Source: an optimization exercise on an open RTL-to-GDS flow (aim: small area). Production flows keep margins and buffers that such runs may drop. Function was checked by simulation only, so behaviour that the tests miss may differ from the original.

## fjord
Design avr_core, start of the top module:
module avr_core (
	input clk,
	input rst,
	output [15:0]pgm_addr,
	input [15:0]pgm_data,
	output [15:0]data_addr,
	output [7:0]data_out,
	output data_write,
	input [7:0]data_in,
	output data_read,
	output [5:0]io_addr,
	output [7:0]io_out,
	output io_write,
	input [7:0]io_in,
	output io_read
	);
Settings: LEC_CHECK=0, CAP_MARGIN=15, CORE_MARGIN=2, CORE_UTILIZATION=50, GPL_TIMING_DRIVEN=0, PLACE_DENSITY=0.75, SLEW_MARGIN=10; clock period 20.0 ns.
standard.sh (not shown) runs the stock make flow with config.mk's settings and CLKGATE_MAP_FILE= SYNTH_SCRIPT=/design/flow/synth_recipe.tcl, a recipe that flattens the netlist after the stock synthesis.
==> flow/flow/run.sh <==
#!/bin/bash
# Own layout flow: the standard flow (standard.sh) with
#  - synthesis mapped by an area-oriented ABC script (flow/synth_area.tcl),
#  - port buffers of the smallest buffer cell,
set -euo pipefail
W=$(pwd)
bash "$W/standard.sh" \
  "SYNTH_SCRIPT=$W/flow/synth_area.tcl" \
  "BUFFER_PORTS_ARGS=-buffer_cell sky130_fd_sc_hd__buf_1" \
  "CTS_ARGS=-sink_clustering_enable -repair_clock_nets -dont_use_dummy_load -buf_list sky130_fd_sc_hd__clkbuf_4 -sink_clustering_size 10 -sink_clustering_max_diameter 35" \
  finish > "$W/flow_make.log" 2>&1
==> flow/flow/area.abc <==
&get -n
&st
&dch -f
&nf -R 1000 -F 8 -A 4 -p
&put
==> flow/flow/synth_area.tcl <==
# The standard synthesis (synth_recipe.tcl), with the technology mapping of
# the combinational logic done by an area-oriented ABC script (area.abc beside
# this file) in place of ORFS's delay-oriented one. Everything else, and so
# every register's name and cell type, is as in the standard synthesis.
set area_abc_script [file join [file dirname [file normalize [info script]]] area.abc]
proc synth {args} { yosys synth -nofsm -noshare {*}$args }
proc abc {args} {
  set i [lsearch -exact $args -script]
  if { $i >= 0 } {
    lset args [expr {$i + 1}] $::area_abc_script
  }
  yosys abc {*}$args
}
source $::env(SCRIPTS_DIR)/synth.tcl
# left out here: clear keep_hierarchy, flatten, clean up, hide names made inside functions, write 1_2_yosys.v
fjord | status: complete | timing, DRC, antenna: pass
diff inputs: fjord => willow
--- a/flow/config.mk
+++ b/flow/config.mk
@@ -8,6 +8,6 @@
 export CAP_MARGIN = 15
 export CORE_MARGIN = 2
-export CORE_UTILIZATION = 50
+export CORE_UTILIZATION = 60
 export GPL_TIMING_DRIVEN = 0
-export PLACE_DENSITY = 0.75
+export PLACE_DENSITY = 0.8
 export SLEW_MARGIN = 10
[summary]
[compare] base=fjord new=willow: wire length on met2 shows no meaningful change, overall die width shows a reduction of about 9%, post-synthesis share of cell area spent on xor and xnor gates shows no meaningful change, layout overhead on the synthesized area shows an increase of 0.58 points.
The inputs of quartz differ from those of willow as listed below.
--- a/flow/config.mk
+++ b/flow/config.mk
@@ -8,6 +8,7 @@
 export CAP_MARGIN = 15
 export CORE_MARGIN = 2
-export CORE_UTILIZATION = 60
+export CORE_UTILIZATION = 50
+export GPL_ROUTABILITY_DRIVEN = 0
 export GPL_TIMING_DRIVEN = 0
-export PLACE_DENSITY = 0.8
+export PLACE_DENSITY = 0.75
 export SLEW_MARGIN = 10
### Flow results
- Compared with willow, in quartz synthesized cell count comparable, net count of the finished layout down 0.44%, global-route wire length before repair saw a decrease.
- quartz ends up with a fraction of the core area covered by cells at the end of the flow that is 12 points lower than in willow.
- Diff willow -> quartz | met2 capacity usage during global routing | decrease of 18 points
- Higher total track usage was reported by willow, not quartz.
- quartz improves on willow in worst hold slack after final layout.

-- static timing again, ports no longer ideal --
No port has a modelled driver above. Below, the same layouts with a new extraction and two added sets of constraints.
Step 1, drivers: a clkbuf_16 drives clk and a buf_2 each remaining input, both assumed.
Step 2 moves the port delays by t, midway between the first and last clock arrival at a register: inputs arrive t later, outputs are due t later. That takes back most of the time a late clock gives input paths.
Slacks: ideal / step 1 / step 2; pairs: ideal / step 1.
run	t (ns)	slack for setup (ns)	worst slew at a driven data input, ns
fjord	0.800	0.857 / 0.857 / 0.857	0.06
willow	0.817	0.778 / 0.778 / 0.778	0.08
quartz	0.809	0.884 / 0.884 / 0.884	0.04
After both steps setup and hold are still met in every run listed.
